This design comes from an exercise in tuning for small area on the open sky130 flow, not from production work. Function was checked by simulation only, so behaviour that the tests miss may differ from the original.

==> flow/design.v, too long to show whole: its modules and the start of the top module <==
// module Sumador: 7 lines
// module Filtro_low1: 678 lines
// module Filtro_low2: 799 lines
// module Filtro_mid1: 880 lines
// module Filtro_mid2: 634 lines
// module Filtro_hi1: 1001 lines
// module Filtro_hi2: 1111 lines
// module Paso_Banda: 22 lines
module Paso_Banda (
  input  wire signed [20:0] u,
  input  wire clk, rst, EN,
  output wire signed [20:0] y1, y2, y3
);
  // ...
==> flow/run.sh <==
#!/bin/bash
# synth_recipe.tcl (not shown) runs the flow's synth.tcl, then flattens the netlist and writes it again
# the make line also repeats each setting of config.mk as NAME=value (left out here)
make -C /OpenROAD-flow-scripts/flow DESIGN_CONFIG=/design/flow/config.mk WORK_HOME=/design/flow/orfs CLKGATE_MAP_FILE= SYNTH_SCRIPT=/design/flow/synth_recipe.tcl finish
==> flow/config.mk <==
export PLATFORM = sky130hd
export DESIGN_NAME = Paso_Banda
export DESIGN_NICKNAME = Paso_Banda
export VERILOG_FILES = /design/flow/design.v
export SDC_FILE = /design/flow/constraint.sdc
export NUM_CORES = 4
export LEC_CHECK = 0
export CAP_MARGIN = 20
export CORE_MARGIN = 2
export CORE_UTILIZATION = 40
export CTS_BUF_LIST = sky130_fd_sc_hd__clkbuf_8
export CTS_CLUSTER_DIAMETER = 64
export CTS_CLUSTER_SIZE = 22
export SLEW_MARGIN = 20
export SYNTH_HIERARCHICAL = 1
==> flow/constraint.sdc <==
create_clock -name core_clock -period 25.0 [get_ports {clk}]
set_input_delay 5.0000 -clock core_clock [delete_from_list [all_inputs] [get_ports {clk}]]
set_output_delay 5.0000 -clock core_clock [all_outputs]
set_load 0.01 [all_outputs]
==> flow_metrics.tcl, run 1 <==
set metrics [dict create \
    status "no timing/DRC/antenna violations" \
    ys_ff_latch 454 \
    syn_inst 5274 \
    synth-adder-area-share 0.563 \
    synth_xor_area_frac 0.00252 \
    place_congestion 0.901 \
    critPathMaxFanout 18 \
    dieWidth_um 399 \
    cp_top_family "adder cells" \
    viasPerCell 5.30 \
    busiest_layer "met2" \
    met2_usage 0.326 \
    async_flop_share 1.00 \
    cp_num_cells 67 \
    yosysTopAreaCell "fa_1" \
    yosys_warnings 12 \
    yosys.cell_count.top_type "fa_1" \
    end_kind "register" \
    holdWs_ps 527 \
    rows 145 \
    drt-total-wl_um 158000 \
    clock.fmax_ghz 0.0414 \
    min_to "s_low1.t[0]" \
]
==> inputs of run 2 (changes only) <==
==> flow/flow/run.sh (new file) <==
#!/bin/bash
# The standard layout (standard.sh: ORFS synthesis through finish), with
# one change: the input and output port buffers that global placement adds
# use the smallest buffer cell (buf_1) instead of the default delay buffer.
# make's full output goes to standard.log; ORFS keeps each step's log under
# orfs/logs/.
set -euo pipefail
export BUFFER_PORTS_ARGS="-buffer_cell sky130_fd_sc_hd__buf_1"
export CTS_BUF_DISTANCE=150
bash standard.sh > standard.log 2>&1
==> flow/standard.sh (new file) <==
#!/bin/bash
# synth_recipe.tcl (not shown) runs the flow's synth.tcl, then flattens the netlist and writes it again
# the make line also repeats each setting of config.mk as NAME=value (left out here)
make -C /OpenROAD-flow-scripts/flow DESIGN_CONFIG=/design/flow/config.mk WORK_HOME=/design/flow/orfs CLKGATE_MAP_FILE= SYNTH_SCRIPT=/design/flow/synth_recipe.tcl "${@:-finish}"
removed: flow/run.sh
==> run 2 against run 1 <==
  * Still clean on timing, DRC and antenna
  * Worst setup slack got worse by 75 ps
  * Via count increased by 0.45%
  * Wire length is 0.74% higher
  * Count of clock-buffer cells in the layout rose by 4
  * Critical path depth down 23
  * Register-to-register slack improved by 40 ps
  * Critical endpoint is now y3[1]
  * Highest routed layer unchanged
==> flow_metrics.tcl, run 2 <==
set metrics [dict create \
    final_cell_mix "1626 x fa_1, 666 x inv_1, 454 x nand2_1, 453 x dfrtp_1, 269 x a21oi_1" \
    worstMarginPinSlew_ps 1080 \
    reg2reg_slack_ps 900 \
    cts_sinks 454 \
    area_delta_synth_final_pct 6.71 \
    numCtsBuffers 74 \
    critical_path_arrival_ps 19220 \
    dieWidth_um 399 \
    grt_pass1_vias 43300 \
    post_drt_wl_per_cell_um 21.5 \
    dr.pass1.iters 6 \
    worstHoldPathCells 2 \
    crit_start "s_hi2.f1[4]" \
    async_flop_share 1.00 \
    hold_viol 0 \
    cts.path.max_buffers 4 \
    r2r_start "s_hi1.f1[2]" \
    ant_nets 0 \
    status "no timing/DRC/antenna violations" \
    synth_area_leaders "fa_1 52%, dfrtp_1 18%, inv_1 4.0%, mux2_2 3.3%, ha_1 3.2%" \
    crit_required_ps 20000 \
    r2r_cells 66 \
    antenna_found_initial 11 \
    fin_crit_ps 24220 \
    instances_no_fill 7398 \
    yosys_warnings 12 \
    hold_path_class "register to register" \
    synth_cell_types 96 \
    drt-total-wl_um 159000 \
    grt_max_degree 171 \
    hold_start "s_hi2.f1[17]" \
    grt-ovfl-total 0 \
    layout_commonest_cell "fa_1" \
    cts.reportedPaths.clkPinSlew_ps 70 \
    fin_skew_ps 81.5 \
    syn_avg_cell_area_um2 11.9 \
    dp_cells 7262 \
    yosys.cell_count.top_type "fa_1" \
    critPathMaxFanout 20 \
    syn_inst 5274 \
    end_kind "output pin" \
    viasPerCell 5.31 \
    io_pins 87 \
    yosysTopAreaCellShare 0.520 \
    clkLatencyLatePin_ps 790 \
    io_buffers 86 \
    cp_slowest_stage_delay_ps 720 \
    synthFlopType "dfrtp_1" \
    track_usage 0.209 \
    critPathLaunchType "register" \
    die_y_um 399 \
    clock.fmax_ghz 0.0413 \
    htree_levels 3 \
    drv_slew 0 \
    cts_resized 0 \
    core_area_mm2 0.156 \
    synth-seq-area-share 0.182 \
    start_util 0.401 \
    rows 145 \
    fin_crit_sh 0.969 \
    die_area_mm2 0.160 \
    netlist_area_mm2 0.0626 \
    drive_gt1_frac 0.0932 \
    place_congestion 0.911 \
    slowest_stage "dfrtp_1" \
    hpwlAfterDp_um 127000 \
    drt_iter0_drc 2724 \
    ys_ff_latch 454 \
    drc 0 \
    synth_commonest_cells "1626 x fa_1, 668 x inv_1, 455 x nand2_1" \
    dpl_cell_area_mm2 0.0650 \
    tritoncts "yes" \
    final_cell_area_mm2 0.0668 \
    setup_tns_ps 0 \
    relSlewSlack 0.282 \
    crit_type "register to output pin" \
    drv_cap 0 \
    cts_hold_buf 0 \
    syn_nets 7083 \
    vias 39300 \
    synth_edf_count 0 \
    grt_pass1_wl_um 258000 \
    nNetsFinal 7090 \
    cts_setup_buffers 0 \
    timing.rr.end "s_hi2.f1[0]" \
    critPathMostFrequentCell "fa_1" \
    cts_root_buf "clkbuf_8" \
    min_to "s_hi2.f1[17]" \
    setup_viol 0 \
    yosysTopAreaCell "fa_1" \
]
-- run 2: cell counts after synthesis --
No cell type changed its count.
-- run 2: final cells by class --
type | count | area [µm²]
tap | 2058 | 2570
timing repair buffer | 182 | 1080
clock buffer | 78 | 1070
sequential | 454 | 11400
inverter | 671 | 2520
antenna | 6 | 15.0
fill | 14500 | 89100
clock inverter | 51 | 612
multi-input combinational | 3898 | 47500
-- run 2: worst max-delay path by stage --
stage | to | slack (ps)
3_5_place_dp | s_hi2.f1[18] | 720
2_1_floorplan | s_hi2.f1[13] | 2240
4_1_cts | y3[1] | 550
6_report | y3[1] | 780
5_1_grt | y3[1] | -6
3_3_place_gp | s_hi2.f1[0] | 1130
-- run 2: Yosys stat by module, one instance, submodules excluded --
module	cells inside	times used
Filtro_hi2	779	1
Filtro_hi1	688	1
Filtro_low2	638	1
Filtro_mid1	467	1
Filtro_mid2	532	1
Filtro_low1	486	1
Paso_Banda	58	1
Sumador	1	1626
-- run 2: metrics by stage --
stage / hold WS [ps] / utilization / setup slack (ps)
finish: 504 / 0.428 / 781
global route: 522 / 0.428 / -6.02
CTS: 503 / 0.428 / 549
detailed placement: 482 / 0.417 / 722
global placement: 488 / 0.417 / 1130
floorplan: 487 / - / 2240
-- run 2: logic make-up (layout without fill, tap and decap cells) --
group                    count (synthesis)  in the layout  share of synthesized area
adder cells (fa/ha/maj)               1852           1852                      0.563
AND/OR/NAND/NOR                        949            949                     0.0685
buffers and inverters                  922            982                     0.0600
AO/OA/AOI/OAI                          857            857                     0.0853
flip-flops                             454            454                      0.182
multiplexers                           222            222                     0.0391
XOR/XNOR                                18             18                    0.00252
other                                    0              6                          0
-- run 2: routing by layer --
metal	part of all wire	wire length [µm]	global-route usage
met4	0.024	3790	0.0524
met5	0.00036	57	0
met1	0.45	71600	0.304
met3	0.059	9480	0.0352
met2	0.47	74500	0.325
-- run 2: critical path, delay by kind of cell, from the launching register on --
family	cells	cell delay (ps)
AOI/OAI and AO/OA	3	360
adders and majority gates	35	16040
buffers and inverters	3	400
DFF	1	720
and+or+nand+nor	3	930
==> inputs of run 3 (changes only) <==
--- a/flow/flow/run.sh
+++ b/flow/flow/run.sh
@@ -6,5 +6,4 @@
 # orfs/logs/.
 set -euo pipefail
 export BUFFER_PORTS_ARGS="-buffer_cell sky130_fd_sc_hd__buf_1"
-export CTS_BUF_DISTANCE=150
 bash standard.sh > standard.log 2>&1
==> run 3 against run 2 <==
  * Sequential share of layout area barely moved
  * Synthesized area did not move
  * Highest routed layer unchanged
  * Synthesized cell count did not move
  * First-iteration DRC count rose by 7.0%
  * Largest cell class unchanged
  * Worst setup slack improved by 41 ps
  * Critical endpoint unchanged
==> flow_metrics.tcl, run 3 <==
set metrics [dict create \
    status "no timing/DRC/antenna violations" \
    setup_tns_ps 0 \
    syn_nets 7083 \
    worstMarginPinSlew_ps 1080 \
    numCtsBuffers 70 \
    synthSimpleGateAreaFrac 0.0685 \
    yosys.cell_count.top_type "fa_1" \
    synth-adder-area-share 0.563 \
    die_y_um 399 \
    crit_required_ps 20000 \
    critPathMostFrequentCell "fa_1" \
    nNetsFinal 7086 \
    htree_levels 3 \
    die_area_mm2 0.160 \
    yosys_warnings 12 \
    grt_pass1_wl_um 257000 \
    drc 0 \
    clkLatencyLatePin_ps 820 \
    min_to "s_hi2.f1[17]" \
    final_cell_area_mm2 0.0667 \
    synth-seq-area-share 0.182 \
    dr.pass1.iters 5 \
    yosysTopAreaCellShare 0.520 \
    io_pins 87 \
    tritoncts "yes" \
    core_area_mm2 0.156 \
    drv_slew 0 \
    drv_cap 0 \
    io_buffers 86 \
    async_flop_share 1.00 \
    timing.rr.end "s_hi2.f1[0]" \
    hpwlAfterDp_um 127000 \
    critPathLaunchType "register" \
    synth_cell_types 96 \
    drt_iter0_drc 2915 \
    synth_xor_area_frac 0.00252 \
    hold_start "s_hi2.f1[17]" \
    syn_inst 5274 \
    antenna_found_initial 11 \
    fin_crit_ps 24180 \
    place_congestion 0.911 \
    nFillCells 14500 \
    rsz0062_at_grt "false" \
    hold_viol 0 \
    synth_edf_count 0 \
    layout_commonest_cell "fa_1" \
    track_usage 0.210 \
    viasPerCell 5.31 \
    dpl_cell_area_mm2 0.0650 \
    synthFlopType "dfrtp_1" \
    synth_top_family_by_area "adder cells" \
    synth_compound_area_frac 0.0853 \
    grt-ovfl-total 0 \
    end_kind "output pin" \
    drive_gt1_frac 0.0930 \
    vias 39300 \
    critical_path_arrival_ps 19180 \
    reg2reg_slack_ps 880 \
    rows 145 \
    final_cell_mix "1626 x fa_1, 666 x inv_1, 454 x nand2_1, 453 x dfrtp_1, 269 x a21oi_1" \
    ant_nets 0 \
    fin_crit_sh 0.967 \
    holdWs_ps 504 \
    post_drt_wl_per_cell_um 21.5 \
    syn_avg_cell_area_um2 11.9 \
    synthMuxAreaShare 0.0391 \
    cts_root_buf "clkbuf_8" \
    cts_sinks 454 \
    dieWidth_um 399 \
    critPathMaxFanout 20 \
    synth_commonest_cells "1626 x fa_1, 668 x inv_1, 455 x nand2_1" \
    pre_cts_ws_ps 722 \
    grt_max_degree 171 \
    r2r_cells 66 \
    fin_skew_ps 59.8 \
    setup_viol 0 \
    drt-total-wl_um 159000 \
    grt_pass1_vias 43300 \
    area_delta_synth_final_pct 6.67 \
    worstHoldPathCells 2 \
    hold_path_class "register to register" \
    yosysTopAreaCell "fa_1" \
    cts.reportedPaths.clkPinSlew_ps 70 \
    clock.fmax_ghz 0.0414 \
    cp_slowest_stage_delay_ps 720 \
    cts.path.max_buffers 3 \
    ys_ff_latch 454 \
    crit_type "register to output pin" \
    netlist_area_mm2 0.0626 \
    relSlewSlack 0.280 \
    start_util 0.401 \
    worst_slack_ps 822 \
    synth_area_leaders "fa_1 52%, dfrtp_1 18%, inv_1 4.0%, mux2_2 3.3%, ha_1 3.2%" \
    slowest_stage "dfrtp_1" \
    r2r_start "s_hi1.f1[2]" \
]
## run 3: cell counts after synthesis
No cell type changed its count.
## run 3: modules after synthesis, one instance, submodules excluded
module | area [µm²] | flip-flops and latches
Filtro_hi2 | 6070 | 83
Paso_Banda | 384 | 0
Filtro_hi1 | 5630 | 84
Filtro_low2 | 5260 | 84
Sumador | 20.0 | 0
Filtro_mid1 | 4440 | 78
Filtro_low1 | 3990 | 62
Filtro_mid2 | 4240 | 63
## run 3: final cells by class
type | count | area (µm²) | share of cell area
diodes | 7 | 17.5 | 0.000262
clock buffers | 72 | 991 | 0.0148
clock inverters | 56 | 659 | 0.00988
inverters | 671 | 2520 | 0.0378
multi-input cells | 3898 | 47500 | 0.712
flip-flops and latches | 454 | 11400 | 0.170
well taps | 2058 | 2570 | 0.0386
repair buffers | 182 | 1080 | 0.0162
## run 3: layer usage
metal  vias to the layer above  track usage  wire length [µm]
met3                       243       0.0382              9590
li1                      16900            -                 -
met1                     21000        0.303             71500
met4                         8       0.0616              4110
met2                      1089        0.325             74100
met5                         -            0                47
## run 3: logic make-up (layout without fill, tap and decap cells)
group	Yosys count	after routing
other cells	0	7
compound gates	857	857
simple gates	949	949
flops	454	454
xor+xnor	18	18
buf+inv	922	981
fa+ha+maj	1852	1852
mux	222	222
## run 3: through the flow
step / util / instances
floorplan: - / 5274
global placement: 0.417 / 7262
detailed placement: 0.417 / 7262
CTS: 0.428 / 7390
global route: 0.428 / 7396
finish: 0.428 / 7398
## run 3: worst max-delay path by stage
stage               slack [ps]  cells after the start           end   startpoint
floorplan                 2240                     65  s_hi2.f1[13]  s_hi1.f1[1]
global placement          1130                     65   s_hi2.f1[0]  s_hi1.f1[2]
detailed placement         720                     65  s_hi2.f1[18]  s_hi1.f1[2]
CTS                        500                     45         y3[1]  s_hi2.f1[4]
global route                40                     66  s_hi2.f1[18]  s_hi1.f1[2]
finish                     820                     45         y3[1]  s_hi2.f1[4]
## run 3: what timing repair did
item | in CTS | in global routing
setup buffers | 0 | 0
hold buffers | 0 | 0
endpoints found under the hold margin | 0 | 0
gates resized for setup | 0 | 4
endpoints found under the setup margin | 0 | 41
## run 3: critical path: cells and delay by family (launching register included)
| kind | cells | cell delay [ps] |
|---|---|---|
| fa+ha+maj | 35 | 16140 |
| simple gates | 4 | 770 |
| flops | 1 | 720 |
| buf+inv | 3 | 400 |
| compound gates | 3 | 360 |
==> inputs of run 4 (changes only) <==
--- a/flow/config.mk
+++ b/flow/config.mk
@@ -7,9 +7,9 @@
 export LEC_CHECK = 0
 export CAP_MARGIN = 20
 export CORE_MARGIN = 2
-export CORE_UTILIZATION = 40
+export CORE_UTILIZATION = 50
 export CTS_BUF_LIST = sky130_fd_sc_hd__clkbuf_8
 export CTS_CLUSTER_DIAMETER = 64
-export CTS_CLUSTER_SIZE = 22
+export CTS_CLUSTER_SIZE = 26
 export SLEW_MARGIN = 20
 export SYNTH_HIERARCHICAL = 1
==> run 4 against run 3 <==
  * Still clean
  * Clock skew fell by 0.92 ps
  * Critical path depth is the same
  * First-iteration DRC count increased by 5.0%
  * Core utilization is 11 points higher
==> flow_metrics.tcl, run 4 <==
set metrics [dict create \
    setup_tns_ps 0 \
    drc 0 \
    grt-ovfl-total 0 \
    synth_commonest_cells "1626 x fa_1, 668 x inv_1, 455 x nand2_1" \
    syn_nets 7083 \
    critical_path_arrival_ps 19090 \
    synth_cell_types 96 \
    grt_pass1_wl_um 264000 \
    critPathMaxFanout 20 \
    hold_path_class "register to register" \
    ant_nets 0 \
    cts_sinks 454 \
    highest_layer "met4" \
    synthFlopType "dfrtp_1" \
    slowest_stage "dfrtp_1" \
    fin_skew_ps 58.9 \
    rows 129 \
    netlist_area_mm2 0.0626 \
    synthSimpleGateAreaFrac 0.0685 \
    cts_root_buf "clkbuf_8" \
    synth_compound_area_frac 0.0853 \
    yosys_warnings 12 \
    status "no timing/DRC/antenna violations" \
    end_kind "output pin" \
    fin_crit_ps 24090 \
    worstMarginPinSlew_ps 1010 \
    synth_area_leaders "fa_1 52%, dfrtp_1 18%, inv_1 4.0%, mux2_2 3.3%, ha_1 3.2%" \
    clock.fmax_ghz 0.0415 \
    drv_slew 0 \
    yosys.cell_count.top_type "fa_1" \
    synth_top_family_by_area "adder cells" \
    die_area_mm2 0.128 \
    io_buffers 86 \
    setup_viol 0 \
    drv_cap 0 \
    start_util 0.505 \
    drive_gt1_frac 0.0957 \
    ys_ff_latch 454 \
    layout_commonest_cell "fa_1" \
    synthMuxAreaShare 0.0391 \
    holdWs_ps 504 \
    cts_setup_buffers 0 \
    dr_wl_met3_um 7690 \
    rsz0062_at_grt "false" \
    drt_iter0_drc 3062 \
    synth-adder-area-share 0.563 \
    fin_crit_sh 0.964 \
    syn_avg_cell_area_um2 11.9 \
    io_pins 87 \
    synth_edf_count 0 \
    tritoncts "yes" \
    critPathMostFrequentCell "fa_1" \
    final_cell_mix "1625 x fa_1, 665 x inv_1, 455 x nand2_1, 453 x dfrtp_1, 270 x a21oi_1" \
    core_area_mm2 0.124 \
    drt-total-wl_um 163000 \
    hold_viol 0 \
    critPathLaunchType "register" \
    cts.reportedPaths.clkPinSlew_ps 70 \
    post_drt_wl_per_cell_um 23.3 \
    dr.pass1.iters 5 \
    numCtsBuffers 73 \
    antenna_found_initial 1 \
    dieWidth_um 358 \
    wl_met1_um 70400 \
    synth_xor_area_frac 0.00252 \
    nNetsFinal 7101 \
    cts_hold_buf 0 \
    syn_inst 5274 \
    wl_met2_um 80000 \
    cp_slowest_stage_delay_ps 710 \
    yosysTopAreaCell "fa_1" \
    cts.path.max_buffers 3 \
    crit_type "register to output pin" \
    place_congestion 0.899 \
    die_y_um 358 \
    grt_max_degree 101 \
    synth-seq-area-share 0.182 \
    viasPerCell 5.64 \
    clkLatencyLatePin_ps 790 \
    vias 39400 \
    yosysTopAreaCellShare 0.520 \
    pre_cts_ws_ps 894 \
    htree_levels 3 \
    relSlewSlack 0.329 \
    crit_required_ps 20000 \
    worst_slack_ps 911 \
    async_flop_share 1.00 \
    hpwlAfterDp_um 129000 \
    grt_pass1_vias 44200 \
    area_delta_synth_final_pct 5.85 \
    track_usage 0.272 \
]
[run 4: cell count changes in the layout (fill, tap and decap cells not counted), moves of 3 or more]
cell and delta:
clkinv_4 +4, clkbuf_8 +5, inv_6 -3, buf_4 +14, clkinv_8 +5, inv_8 -8, clkinv_2 +5, bufinv_16 -3
diode_2 -6
[run 4: cell type report]
cell class	count	area, µm²
Antenna cell	1	2.50
Clock buffer	77	1060
Clock inverter	55	579
Fill cell	10800	57700
Inverter	671	2520
Multi-Input combinational cell	3898	47500
Sequential cell	454	11400
Tap cell	1637	2050
Timing Repair Buffer	194	1140
[run 4: per-stage QoR]
step,area (µm²),instances,utilization
4_1_cts,66200,6986,0.534
5_1_grt,66200,6987,0.534
3_5_place_dp,64600,6854,0.521
3_3_place_gp,64500,6853,0.521
6_report,66200,6987,0.534
2_1_floorplan,62600,5274,-
[run 4: path summary, 6_finish.rpt]
check | start | to | slack [ps] | cells past startpoint
max | s_hi2.f1[4] | y3[6] | 910 | 45
min | s_hi2.f1[16] | s_hi2.f1[16] | 500 | 2
max reg2reg | s_hi1.f1[2] | s_hi2.f1[18] | 930 | 66
min reg2reg | s_hi2.f1[16] | s_hi2.f1[16] | 500 | 2
max in group asynchronous | rst | s_hi1.m2r[18] | 19260 | 3
min in group asynchronous | rst | s_hi2.f1[15] | 4460 | 2
[run 4: modules after synthesis (local to each module, per instance)]
| module | area (µm²) | flip-flops and latches |
|---|---|---|
| Filtro_hi2 | 6070 | 83 |
| Filtro_hi1 | 5630 | 84 |
| Filtro_low2 | 5260 | 84 |
| Filtro_mid1 | 4440 | 78 |
| Filtro_mid2 | 4240 | 63 |
| Filtro_low1 | 3990 | 62 |
| Paso_Banda | 384 | 0 |
| Sumador | 20.0 | 0 |
[run 4: kinds of logic after synthesis]
logic type	Yosys count
AOI/OAI and AO/OA	857
xor gates and xnor gates	18
adders and majority gates	1852
buffers and inverters	922
DFF	454
muxes	222
and+or+nand+nor	949
[run 4: critical path: cells and delay by family, from the launching register on]
kind / cells / cell delay (ps)
flops: 1 / 710
compound gates: 3 / 370
simple gates: 4 / 740
fa+ha+maj: 35 / 16080
buf+inv: 3 / 390
[run 4: layer usage]
layer	vias up	global-route usage
met4	0	0.0727
met3	268	0.0401
li1	17000	-
met5	-	0
met1	21100	0.386
met2	1025	0.445
[run 4: timing repair]
action | in CTS | in global routing
resized for setup | 0 | 3
endpoints found under the setup margin | 0 | 41
hold endpoints to repair | 0 | 0
==> inputs of run 5 (changes only) <==
--- a/flow/config.mk
+++ b/flow/config.mk
@@ -7,9 +7,9 @@
 export LEC_CHECK = 0
 export CAP_MARGIN = 20
 export CORE_MARGIN = 2
-export CORE_UTILIZATION = 50
+export CORE_UTILIZATION = 55
 export CTS_BUF_LIST = sky130_fd_sc_hd__clkbuf_8
 export CTS_CLUSTER_DIAMETER = 64
-export CTS_CLUSTER_SIZE = 26
+export CTS_CLUSTER_SIZE = 22
 export SLEW_MARGIN = 20
 export SYNTH_HIERARCHICAL = 1
==> run 5 against run 4 <==
  * Via count fell by 0.12%
  * Die area fell by 9.0%
  * Wire length fell by 1.7%
  * Sequential share of layout area rose by 0.11 points
  * Final area fell by 0.66%
  * Worst setup slack improved by 94 ps
  * Non-clock buffer count fell by 16
  * Synthesized cell count did not move
  * Global-route usage rose by 2.1 points
==> flow_metrics.tcl, run 5 <==
set metrics [dict create \
    status "no timing/DRC/antenna violations" \
    cts_resized 0 \
    drv_slew 0 \
    syn_inst 5274 \
    setup_tns_ps 0 \
    yosysTopAreaCell "fa_1" \
    yosys.cell_count.top_type "fa_1" \
    grt_pass1_wl_um 260000 \
    dp_cells 6701 \
    wl_met2_um 77100 \
    start_util 0.555 \
    cts.reportedPaths.clkPinSlew_ps 80 \
    vias 39400 \
    clkLatencyLatePin_ps 740 \
    track_usage 0.294 \
    area_delta_synth_final_pct 5.15 \
    drt-total-wl_um 160000 \
    dr.pass1.iters 5 \
    synth_area_leaders "fa_1 52%, dfrtp_1 18%, inv_1 4.0%, mux2_2 3.3%, ha_1 3.2%" \
    fin_crit_ps 24000 \
    crit_type "register to register" \
    hpwlAfterDp_um 127000 \
    grt_max_degree 183 \
    numCtsBuffers 67 \
    nNetsFinal 7079 \
    layout_commonest_cell "fa_1" \
    viasPerCell 5.76 \
    hold_path_class "register to register" \
    critPathLaunchType "register" \
    tritoncts "yes" \
    die_y_um 341 \
    syn_avg_cell_area_um2 11.9 \
    die_area_mm2 0.116 \
    end_kind "register" \
    crit_required_ps 25580 \
    drc 0 \
    pre_cts_ws_ps 600 \
    io_buffers 86 \
    ant_nets 0 \
    grt-ovfl-total 0 \
    yosys_warnings 12 \
    dr_wl_met3_um 8600 \
    synth_commonest_cells "1626 x fa_1, 668 x inv_1, 455 x nand2_1" \
    core_area_mm2 0.113 \
    ys_ff_latch 454 \
    relSlewSlack 0.290 \
    drt_iter0_drc 2842 \
    syn_nets 7083 \
    post_drt_wl_per_cell_um 23.5 \
    synth_cell_types 96 \
    setup_viol 0 \
    hold_viol 0 \
    grt_pass1_vias 43300 \
    r2r_cells 67 \
    drive_gt1_frac 0.0904 \
    synth-seq-area-share 0.182 \
    rsz0062_at_grt "false" \
    slowest_stage "fa_1" \
    highest_layer "met4" \
    fin_crit_sh 0.960 \
    clock.fmax_ghz 0.0417 \
    critPathMaxFanout 20 \
    cp_slowest_stage_delay_ps 690 \
    synth_edf_count 0 \
    fin_skew_ps 52.5 \
    dieWidth_um 341 \
    cts_setup_buffers 0 \
    cts.path.max_buffers 3 \
    worstMarginPinSlew_ps 1060 \
    cts_hold_buf 0 \
    io_pins 87 \
    rows 123 \
    async_flop_share 1.00 \
    worst_slack_ps 1000 \
    antenna_found_initial 4 \
    fin_util 0.584 \
    netlist_area_mm2 0.0626 \
    synthFlopType "dfrtp_1" \
    yosysTopAreaCellShare 0.520 \
    cts_sinks 454 \
    wl_met1_um 69900 \
    final_cell_mix "1626 x fa_1, 669 x inv_1, 454 x nand2_1, 453 x dfrtp_1, 269 x a21oi_1" \
    worstHoldPathCells 1 \
    critical_path_arrival_ps 24570 \
    nFillCells 9558 \
    instances_no_fill 6828 \
    htree_levels 3 \
    cts_root_buf "clkbuf_8" \
    critPathMostFrequentCell "fa_1" \
    drv_cap 0 \
    place_congestion 0.925 \
]
==> run 5: per-layer routing <==
layer	GRT usage	vias up
met4	0.0770	0
li1	-	16900
met5	0	-
met2	0.470	1129
met1	0.428	21100
met3	0.0416	233
==> run 5: logic make-up after synthesis <==
group                      count (synthesis)  share of synthesized area
AOI/OAI and AO/OA                        857                     0.0853
and+or+nand+nor                          949                     0.0685
muxes                                    222                     0.0391
adders and majority gates               1852                      0.563
xor gates and xnor gates                  18                    0.00252
buffers and inverters                    922                     0.0600
DFF                                      454                      0.182
==> run 5: area by class of cell <==
type | instances | area (µm²) | area share
Antenna cell | 7 | 17.5 | 0.000266
Sequential cell | 454 | 11400 | 0.173
Clock inverter | 50 | 490 | 0.00746
Timing Repair Buffer | 178 | 1030 | 0.0157
Clock buffer | 70 | 963 | 0.0146
Inverter | 671 | 2520 | 0.0384
Multi-Input combinational cell | 3898 | 47500 | 0.722
Tap cell | 1500 | 1880 | 0.0285
==> run 5: through the flow <==
step                cell area (µm²)  hold slack, ps
detailed placement            64300             504
global route                  65800             549
floorplan                     62600             487
global placement              64300             499
CTS                           65700             525
finish                        65800             519
==> run 5: worst max-delay path: cells and delay by family, from the launching register on <==
kind | cells | cell delay [ps]
compound gates | 7 | 1040
simple gates | 4 | 910
fa+ha+maj | 51 | 20660
flops | 1 | 360
buf+inv | 5 | 790
==> run 5: per-module statistics from Yosys (local to each module, per instance), a selection <==
| module | cells inside | flops+latches |
|---|---|---|
| Filtro_low2 | 638 | 84 |
| Paso_Banda | 58 | 0 |
| Filtro_low1 | 486 | 62 |
| Filtro_hi1 | 688 | 84 |
| Filtro_hi2 | 779 | 83 |
| Filtro_mid2 | 532 | 63 |
| Sumador | 1 | 0 |
==> run 5: path summary, 6_finish.rpt <==
| kind | start | endpoint | slack, ps |
|---|---|---|---|
| min in group asynchronous | rst | s_low2.f2[9] | 4510 |
| hold reg to reg | s_mid1.t[0] | s_mid1.t[0] | 520 |
| hold / removal | s_mid1.t[0] | s_mid1.t[0] | 520 |
| max in group asynchronous | rst | s_hi2.f1[17] | 19230 |
| setup reg to reg | s_hi1.f1[0] | s_hi2.f1[6] | 1000 |
| setup / recovery | s_hi1.f1[0] | s_hi2.f1[6] | 1000 |
==> inputs of run 6 (changes only) <==
--- a/flow/config.mk
+++ b/flow/config.mk
@@ -8,7 +8,7 @@
 export CAP_MARGIN = 20
 export CORE_MARGIN = 2
 export CORE_UTILIZATION = 55
-export CTS_BUF_LIST = sky130_fd_sc_hd__clkbuf_8
+export CTS_BUF_LIST = sky130_fd_sc_hd__clkbuf_4 sky130_fd_sc_hd__clkbuf_8
 export CTS_CLUSTER_DIAMETER = 64
 export CTS_CLUSTER_SIZE = 22
 export SLEW_MARGIN = 20
==> run 6 against run 5 <==
  * Core utilization is essentially flat
  * Non-clock buffer count is the same
  * Critical path depth shrank 22
  * Global-route usage is essentially flat
  * Synthesized area is the same
  * Clock skew is essentially flat
  * Largest cell class unchanged
  * Count of clock-buffer cells in the layout grew 7
  * First-iteration DRC count shrank 1.5%
  * Still clean on timing, DRC and antenna
  * Register-to-register slack gained 20 ps
==> flow_metrics.tcl, run 6 <==
set metrics [dict create \
    cp_slowest_stage_delay_ps 710 \
    crit_type "register to output pin" \
    reg2reg_slack_ps 1020 \
    critPathMostFrequentCell "fa_1" \
    start_util 0.555 \
    layout_commonest_cell "fa_1" \
    synth-seq-area-share 0.182 \
    io_pins 87 \
    core_area_mm2 0.113 \
    relSlewSlack 0.293 \
    final_cell_area_mm2 0.0658 \
    grt-ovfl-total 0 \
    vias 39300 \
    nFillCells 9553 \
    dr.pass1.iters 6 \
    synth_commonest_cells "1626 x fa_1, 668 x inv_1, 455 x nand2_1" \
    yosys_warnings 12 \
    ys_ff_latch 454 \
    grt_pass1_vias 43300 \
    yosys.cell_count.top_type "fa_1" \
    numCtsBuffers 67 \
    crit_buf_inv 3 \
    clkLatencyLatePin_ps 740 \
    io_buffers 86 \
    slowest_stage "dfrtp_1" \
    synth_top_family_by_area "adder cells" \
    synth_cell_types 96 \
    setup_tns_ps 0 \
    synthFlopType "dfrtp_1" \
    grt_max_degree 183 \
    area_delta_synth_final_pct 5.19 \
    cp_top_family "adder cells" \
    regArea_mm2 0.0114 \
    critPathMaxFanout 20 \
    nNetsFinal 7079 \
    synthMuxAreaShare 0.0391 \
    synth_edf_count 0 \
    synth-adder-area-share 0.563 \
    grt.met1_usage 0.428 \
    clock.fmax_ghz 0.0417 \
    worstMarginPinSlew_ps 1060 \
    drt-total-wl_um 160000 \
    cts.reportedPaths.clkPinSlew_ps 70 \
    cts_sinks 454 \
    yosysTopAreaCellShare 0.520 \
    status "no timing/DRC/antenna violations" \
    crit_required_ps 20000 \
    met2_usage 0.470 \
    rsz0062_at_grt "false" \
    ant_nets 0 \
    setup_viol 0 \
    dieWidth_um 341 \
    netlist_area_mm2 0.0626 \
    hold_viol 0 \
    cts_hold_buf 0 \
    hpwlAfterDp_um 127000 \
    synthSimpleGateAreaFrac 0.0685 \
    fin_crit_sh 0.960 \
    final_cell_mix "1626 x fa_1, 662 x inv_1, 454 x nand2_1, 453 x dfrtp_1, 269 x a21oi_1" \
    drt_iter0_drc 2798 \
    cts_setup_buffers 0 \
    critical_path_arrival_ps 18990 \
    cts.path.max_buffers 3 \
    fin_util 0.584 \
    r2r_cells 67 \
    r2r_start "s_hi1.f1[0]" \
    busiest_layer "met2" \
    tritoncts "yes" \
    dpl_cell_area_mm2 0.0643 \
    async_flop_share 1.00 \
    drv_cap 0 \
    synth_area_leaders "fa_1 52%, dfrtp_1 18%, inv_1 4.0%, mux2_2 3.3%, ha_1 3.2%" \
    syn_avg_cell_area_um2 11.9 \
    use_met3 0.0416 \
    end_kind "output pin" \
    track_usage 0.294 \
    timing.rr.end "s_hi2.f1[6]" \
    cts_root_buf "clkbuf_8" \
    antenna_found_initial 4 \
    post_drt_wl_per_cell_um 23.5 \
    hold_path_class "register to register" \
    drive_gt1_frac 0.0917 \
    synth_xor_area_frac 0.00252 \
    syn_inst 5274 \
    viasPerCell 5.76 \
    multiInputGateArea_mm2 0.0475 \
    fin_skew_ps 52.3 \
    crit_start "s_hi2.f1[4]" \
    critPathLaunchType "register" \
    synth_compound_area_frac 0.0853 \
    place_congestion 0.925 \
    die_y_um 341 \
    worstSetupEndpoint "y3[0]" \
    rows 123 \
    htree_levels 3 \
    fin_crit_ps 23990 \
    grt_pass1_wl_um 260000 \
    drv_slew 0 \
    yosysTopAreaCell "fa_1" \
    drc 0 \
    cp_num_cells 45 \
    die_area_mm2 0.116 \
    syn_nets 7083 \
]
[run 6: cell type report]
type | count | area share
diodes | 6 | 0.000228
well taps | 1500 | 0.0285
multi-input cells | 3898 | 0.722
inverters | 671 | 0.0383
repair buffers | 178 | 0.0157
clock inverters | 43 | 0.00705
clock buffers | 77 | 0.0154
flip-flops and latches | 454 | 0.173
[run 6: logic make-up after synthesis]
| family | after synthesis |
|---|---|
| XOR/XNOR | 18 |
| AND/OR/NAND/NOR | 949 |
| multiplexers | 222 |
| flip-flops | 454 |
| adder cells (fa/ha/maj) | 1852 |
| buffers and inverters | 922 |
| AO/OA/AOI/OAI | 857 |
[run 6: layer usage]
layer,vias to the layer above,share of wire
li1,16900,-
met1,21000,0.44
met2,1165,0.48
met3,225,0.054
met4,0,0.029
met5,-,0
[run 6: timing repair]
| item | CTS | global route |
|---|---|---|
| setup endpoints to repair | 0 | 41 |
| resized for setup | 0 | 4 |
| hold endpoints to repair | 0 | 0 |
[run 6: through the flow]
step           setup slack [ps]  std cells  hold slack, ps
2_1_floorplan              2240       5274             487
3_3_place_gp                965       6701             499
3_5_place_dp                600       6701             504
4_1_cts                     583       6821             525
5_1_grt                    41.4       6827             549
6_report                   1010       6827             519
[run 6: how the worst min path moves through the flow]
| stage | start | endpoint | slack [ps] | cells after the start |
|---|---|---|---|---|
| floorplan | s_mid1.m2r[8] | s_mid1.m2r[8] | 490 | 1 |
| global placement | s_low1.mcr[0] | s_low1.mcr[0] | 500 | 1 |
| detailed placement | s_low2.t[0] | s_low2.t[0] | 500 | 1 |
| CTS | s_mid1.t[0] | s_mid1.t[0] | 530 | 1 |
| global route | s_mid1.m2r[8] | s_mid1.m2r[8] | 550 | 1 |
| finish | s_mid1.t[0] | s_mid1.t[0] | 520 | 1 |
[run 6: Yosys stat by module (local to each module, per instance)]
module,cells,flops+latches,cell area (µm²),copies in the design
Filtro_mid1,467,78,4440,1
Paso_Banda,58,0,384,1
Sumador,1,0,20.0,1626
Filtro_hi2,779,83,6070,1
Filtro_low2,638,84,5260,1
Filtro_mid2,532,63,4240,1
Filtro_low1,486,62,3990,1
Filtro_hi1,688,84,5630,1

==> re-timing with driven ports <==
In the flow no input, the clock included, has a driving cell. The finished layouts below were timed again as built, in two steps. Step 1: set_driving_cell puts a clkbuf_16 on clk and a buf_2 on each other input, an assumption about the parent block. Step 2 moves the port delays by t, midway between the first and last clock arrival at a register: inputs arrive t later, outputs are due t later. That takes back most of the time a late clock gives input paths. Slacks: no drivers / after step 1 / after step 2; pairs: no drivers / after step 1.
| run | shift t [ns] | setup slack, ns | hold slack, ns |
|---|---|---|---|
| run 1 | 0.844 | 0.857 / 0.807 / 0.857 | 0.527 / 0.527 / 0.527 |
| run 2 | 0.827 | 0.781 / 0.704 / 0.899 | 0.504 / 0.504 / 0.504 |
| run 3 | 0.867 | 0.822 / 0.742 / 0.880 | 0.504 / 0.504 / 0.504 |
| run 4 | 0.830 | 0.911 / 0.841 / 0.931 | 0.504 / 0.504 / 0.504 |
| run 5 | 0.782 | 1.005 / 0.936 / 1.005 | 0.519 / 0.519 / 0.519 |
| run 6 | 0.783 | 1.006 / 0.936 / 1.020 | 0.519 / 0.519 / 0.519 |
After both steps setup and hold are still met in every run listed.
